Source: an optimization exercise on an open RTL-to-GDS flow (aim: small area and a short achievable clock period). Production flows keep margins and buffers that such runs may drop.
The RTL was checked by simulation tests, not by an equivalence proof against the original design.
Power and IR drop assume default switching activity.

// main
module main(
    output [31:0] instr_out_reg_IF,
    output [31:0] PC_out_reg_IF,
    output [31:0] PC_out_reg_ID,
    output [31:0] Rs_Data_reg_ID,
    output [31:0] Rt_Data_reg_ID,
    output [31:0] ext_imm_reg_ID,
    output [4:0] rt_add_reg_ID,
    output [4:0] rd_add_reg_ID,
    output [1:0] ALUop_reg_ID,
    output RegDst_reg_ID,
    output ALUsrc_reg_ID,
    output Branch_reg_ID,
    output MemWrite_reg_ID,
    output MemRead_reg_ID,
    output MemToReg_reg_ID,
    output RegWriteFromCS_reg_ID,
    output [25:0] add_jType_ID,
    output Jump_reg_ID,
    output Branch_reg_EXE,
    output MemWrite_reg_EXE,
    output MemRead_reg_EXE,
    output MemToReg_reg_EXE,
    output RegWriteFromCS_reg_EXE,
    output zero_EXE,
    output [4:0] Destination_EXE,
    output [31:0] branchAddOut_EXE,
    output [31:0] ALUresult_EXE,
    output [31:0] Rt_Data_out_EXE,
    output [31:0] branch_out_MEM,
    output [31:0] ALUresultOut_MEM,
  ...
Settings: LEC_CHECK=0, ABC_CLOCK_PERIOD_IN_PS=2000, CAP_MARGIN=20, CORE_MARGIN=2, CORE_UTILIZATION=50, PLACE_DENSITY=0.65, SETUP_SLACK_MARGIN=2.7, SLEW_MARGIN=20; clock period 5.5 ns.
standard.sh (not shown) runs the stock make flow with config.mk's settings and CLKGATE_MAP_FILE= SYNTH_SCRIPT=/design/flow/synth_recipe.tcl, a recipe that flattens the netlist after the stock synthesis.
==> flow/flow/run.sh <==
#!/bin/bash
# Standard ORFS layout (the standard.sh) with two changes:
#  * the port buffers that buffer_ports inserts are sky130_fd_sc_hd__buf_2
#    instead of the cell it picks by default (a clkdlybuf4s50_1 delay cell);
#    every port still gets its buffer.
#  * clock tree synthesis clusters up to 25 sinks (100 um across) per leaf buffer and inserts
#    no dummy loads.
# The make output goes to orfs_make.log; each ORFS step keeps its own log
# under orfs/logs.
set -euo pipefail
export BUFFER_PORTS_ARGS="-buffer_cell sky130_fd_sc_hd__buf_2"
export CTS_ARGS="-sink_clustering_enable -repair_clock_nets -sink_clustering_size 25 -sink_clustering_max_diameter 100 -dont_use_dummy_load"
bash standard.sh "$@" > orfs_make.log 2>&1
==> next run, changes <==
--- a/flow/design.v
+++ b/flow/design.v
@@ -112,41 +112,42 @@
                 5'd29: memInit = 32'h0000001E;
                 5'd30: memInit = 32'h0000001F;
                 5'd31: memInit = 32'h00000010;
                 default: memInit = {27'b0, idx};
             endcase
         end
     endfunction
     reg  [31:0] rf_valid, dm_valid;
     wire [31:0] rf_q [0:31];
     wire [31:0] dm_q [0:31];
-    reg  [31:0] rf_we, dm_we;
+    wire [31:0] rf_we, dm_we;
     reg  [31:0] wdata_WB;          
     reg         regwrite_MEM;      
     reg  [4:0]  dest_MEM;          
     reg  [31:0] alu_EXE, rt_EXE;
     reg         memwrite_EXE;
-    reg  [31:0] rf_wdata, dm_wdata;
     genvar w;
     generate
         for (w = 0; w < 32; w = w + 1) begin : rf
             reg [31:0] q;
+            assign rf_we[w] = regwrite_MEM & (dest_MEM == w);
             always @(posedge clk)
                 if (rf_we[w])
-                    q <= rf_wdata;
+                    q <= wdata_WB;
             assign rf_q[w] = q;
         end
         for (w = 0; w < 32; w = w + 1) begin : dm
             reg [31:0] q;
+            assign dm_we[w] = memwrite_EXE & (alu_EXE[4:0] == w);
             always @(posedge clk)
                 if (dm_we[w])
-                    q <= dm_wdata;
+                    q <= rt_EXE;
             assign dm_q[w] = q;
         end
     endgenerate
     wire [31:0] rf_valid_nx = rf_valid | rf_we;
     wire [31:0] dm_valid_nx = dm_valid | dm_we;
     always @(posedge clk or posedge rst) begin
         if (rst) begin
             rf_valid <= 32'b0;
             dm_valid <= 32'b0;
         end else begin
@@ -161,21 +162,21 @@
     reg        jump_ID;
     reg [9:0]  jt_hi_ID;
     reg [15:0] imm_ID;
     wire [4:0] rs_nx = imem_data[25:21];
     wire [4:0] rt_nx = imem_data[20:16];
     wire rs_wr = regwrite_MEM & (rs_nx == dest_MEM);
     wire rt_wr = regwrite_MEM & (rt_nx == dest_MEM);
     assign imem_addr = pc;
     assign instr_out_reg_IF = instr_IF;
     assign PC_out_reg_IF = pc_IF;
-    integer k_if, k_ex, k_mem;    
+    integer k_if, k_ex;    
     always @(posedge clk or posedge rst) begin
         if (rst) begin
             pc <= 32'b0;
             instr_IF <= 32'b0;
             pc_IF <= 32'b0;
             rs_hit <= 32'b0;
             rt_hit <= 32'b0;
         end else begin
             if (pcsrc_r)
                 pc <= branchAddOut_EXE;
@@ -331,42 +332,37 @@
             memwrite_EXE <= 1'b0;
             memread_EXE <= 1'b0;
             memtoreg_EXE <= 1'b0;
             zero_r <= 1'b0;
             pcsrc_r <= 1'b0;
             dest_EXE <= 5'b0;
             brout_EXE <= 32'b0;
             alu_EXE <= 32'b0;
             rt_EXE <= 32'b0;
             dm_hit <= 32'b0;
-            dm_we <= 32'b0;
         end else begin
             br_off <= {imm_ext_ID[29:0], 2'b00};
             br_addr <= br_p ^ br_c;
             branch_EXE <= branch_ID;
             memwrite_EXE <= memwrite_ID;
             memread_EXE <= memread_ID;
             memtoreg_EXE <= memtoreg_ID;
             zero_r <= alu_zero;
             pcsrc_r <= branch_ID & alu_zero;
             dest_EXE <= regdst_ID ? imm_ID[15:11] : rt_add_ID;
             brout_EXE <= br_addr;
             alu_EXE <= alu_res;
             rt_EXE <= rt_ID;
-            for (k_ex = 0; k_ex < 32; k_ex = k_ex + 1) begin
+            for (k_ex = 0; k_ex < 32; k_ex = k_ex + 1)
                 dm_hit[k_ex] <= memread_ID & (da_nx == k_ex) & (dm_valid[k_ex] | da_wr);
-                dm_we[k_ex] <= memwrite_ID & (da_nx == k_ex);
-            end
         end
     end
-    always @(posedge clk)
-        dm_wdata <= rt_ID;
     assign Branch_reg_EXE = branch_EXE;
     assign MemWrite_reg_EXE = memwrite_EXE;
     assign MemRead_reg_EXE = memread_EXE;
     assign MemToReg_reg_EXE = memtoreg_EXE;
     assign RegWriteFromCS_reg_EXE = memtoreg_EXE;
     assign zero_EXE = zero_r;
     assign Destination_EXE = dest_EXE;
     assign branchAddOut_EXE = brout_EXE;
     assign ALUresult_EXE = alu_EXE;
     assign Rt_Data_out_EXE = rt_EXE;
@@ -381,40 +377,35 @@
     wire [31:0] dm_val = dm_or[32*32 +: 32];
     reg [31:0] alu_MEM, rdata_MEM;
     reg memtoreg_MEM;
     always @(posedge clk or posedge rst) begin
         if (rst) begin
             alu_MEM <= 32'b0;
             rdata_MEM <= 32'b0;
             regwrite_MEM <= 1'b0;
             memtoreg_MEM <= 1'b0;
             dest_MEM <= 5'b0;
-            rf_we <= 32'b0;
         end else begin
             alu_MEM <= alu_EXE;
             rdata_MEM <= dm_val;
             regwrite_MEM <= memtoreg_EXE;
             memtoreg_MEM <= memtoreg_EXE;
             dest_MEM <= dest_EXE;
-            for (k_mem = 0; k_mem < 32; k_mem = k_mem + 1)
-                rf_we[k_mem] <= memtoreg_EXE & (dest_EXE == k_mem);
         end
     end
     assign PCsrc_MEM = pcsrc_r;
     assign branch_out_MEM = brout_EXE;
     assign ALUresultOut_MEM = alu_MEM;
     assign readData_MEM = rdata_MEM;
     assign regWriteOut_MEM = regwrite_MEM;
     assign MemToRegOut_MEM = memtoreg_MEM;
     assign Destination_out_MEM = dest_MEM;
     always @(posedge clk or posedge rst) begin
         if (rst)
             wdata_WB <= 32'b0;
         else
             wdata_WB <= memtoreg_MEM ? alu_MEM : 32'b0;
     end
-    always @(posedge clk)
-        rf_wdata <= memtoreg_MEM ? alu_MEM : 32'b0;
     assign writeData_WB = wdata_WB;
     assign regWriteOut_WB = regwrite_MEM;
     assign Destination_out_WB = dest_MEM;
 endmodule
Outcome: The new run passed the timing, DRC and antenna checks; routed wire length climbs by 1.5%; non-clock buffer count climbs by 234; register-to-register slack gets worse by 0.02 ns; via count climbs by 1.9%; area after synthesis drops by 2.6%; global-route usage climbs by 1.5 points; hold slack barely changes; clock power drops by about 5%; final cell count climbs by 0.42%; sequential share of layout area drops by 2.6 points; synthesized cell count drops by 2.2%; sequential power drops by about 3%; die area drops by 2.6%; worst setup slack gets worse by 0.080 ns.

-- port drivers added, routing unchanged --
The results above use ideal ports. As a check the final layouts listed here were re-extracted and re-timed, cells and wires unchanged.
Step 1 (the two cells are an assumption about what drives the block):
set clk [get_ports {clk}]
set_driving_cell -lib_cell sky130_fd_sc_hd__clkbuf_16 $clk
set_driving_cell -lib_cell sky130_fd_sc_hd__buf_2 [delete_from_list [all_inputs] $clk]
Step 2 adds t to the input delays and takes it off the output delays; t is the mean of the earliest and latest rising clock arrival at the registers after step 1. Input paths then give back, and output paths get back, about the clock's delay inside the block.
a / b / c = ideal ports / drivers / drivers and shift; a / b = the first two.
| run | t, ns | setup slack, ns | worst register clock-pin slew, ns |
|---|---|---|---|
| the first run | 0.914 | 2.623 / 2.623 / 2.479 | 0.11 / 0.11 |
| the second run | 0.896 | 2.543 / 2.452 / 2.591 | 0.11 / 0.11 |
After both steps setup and hold are still met in every run listed. For the first run, which loses most, drivers alone change the setup slack by 0.000 ns; drivers and shift together by -0.144 ns.
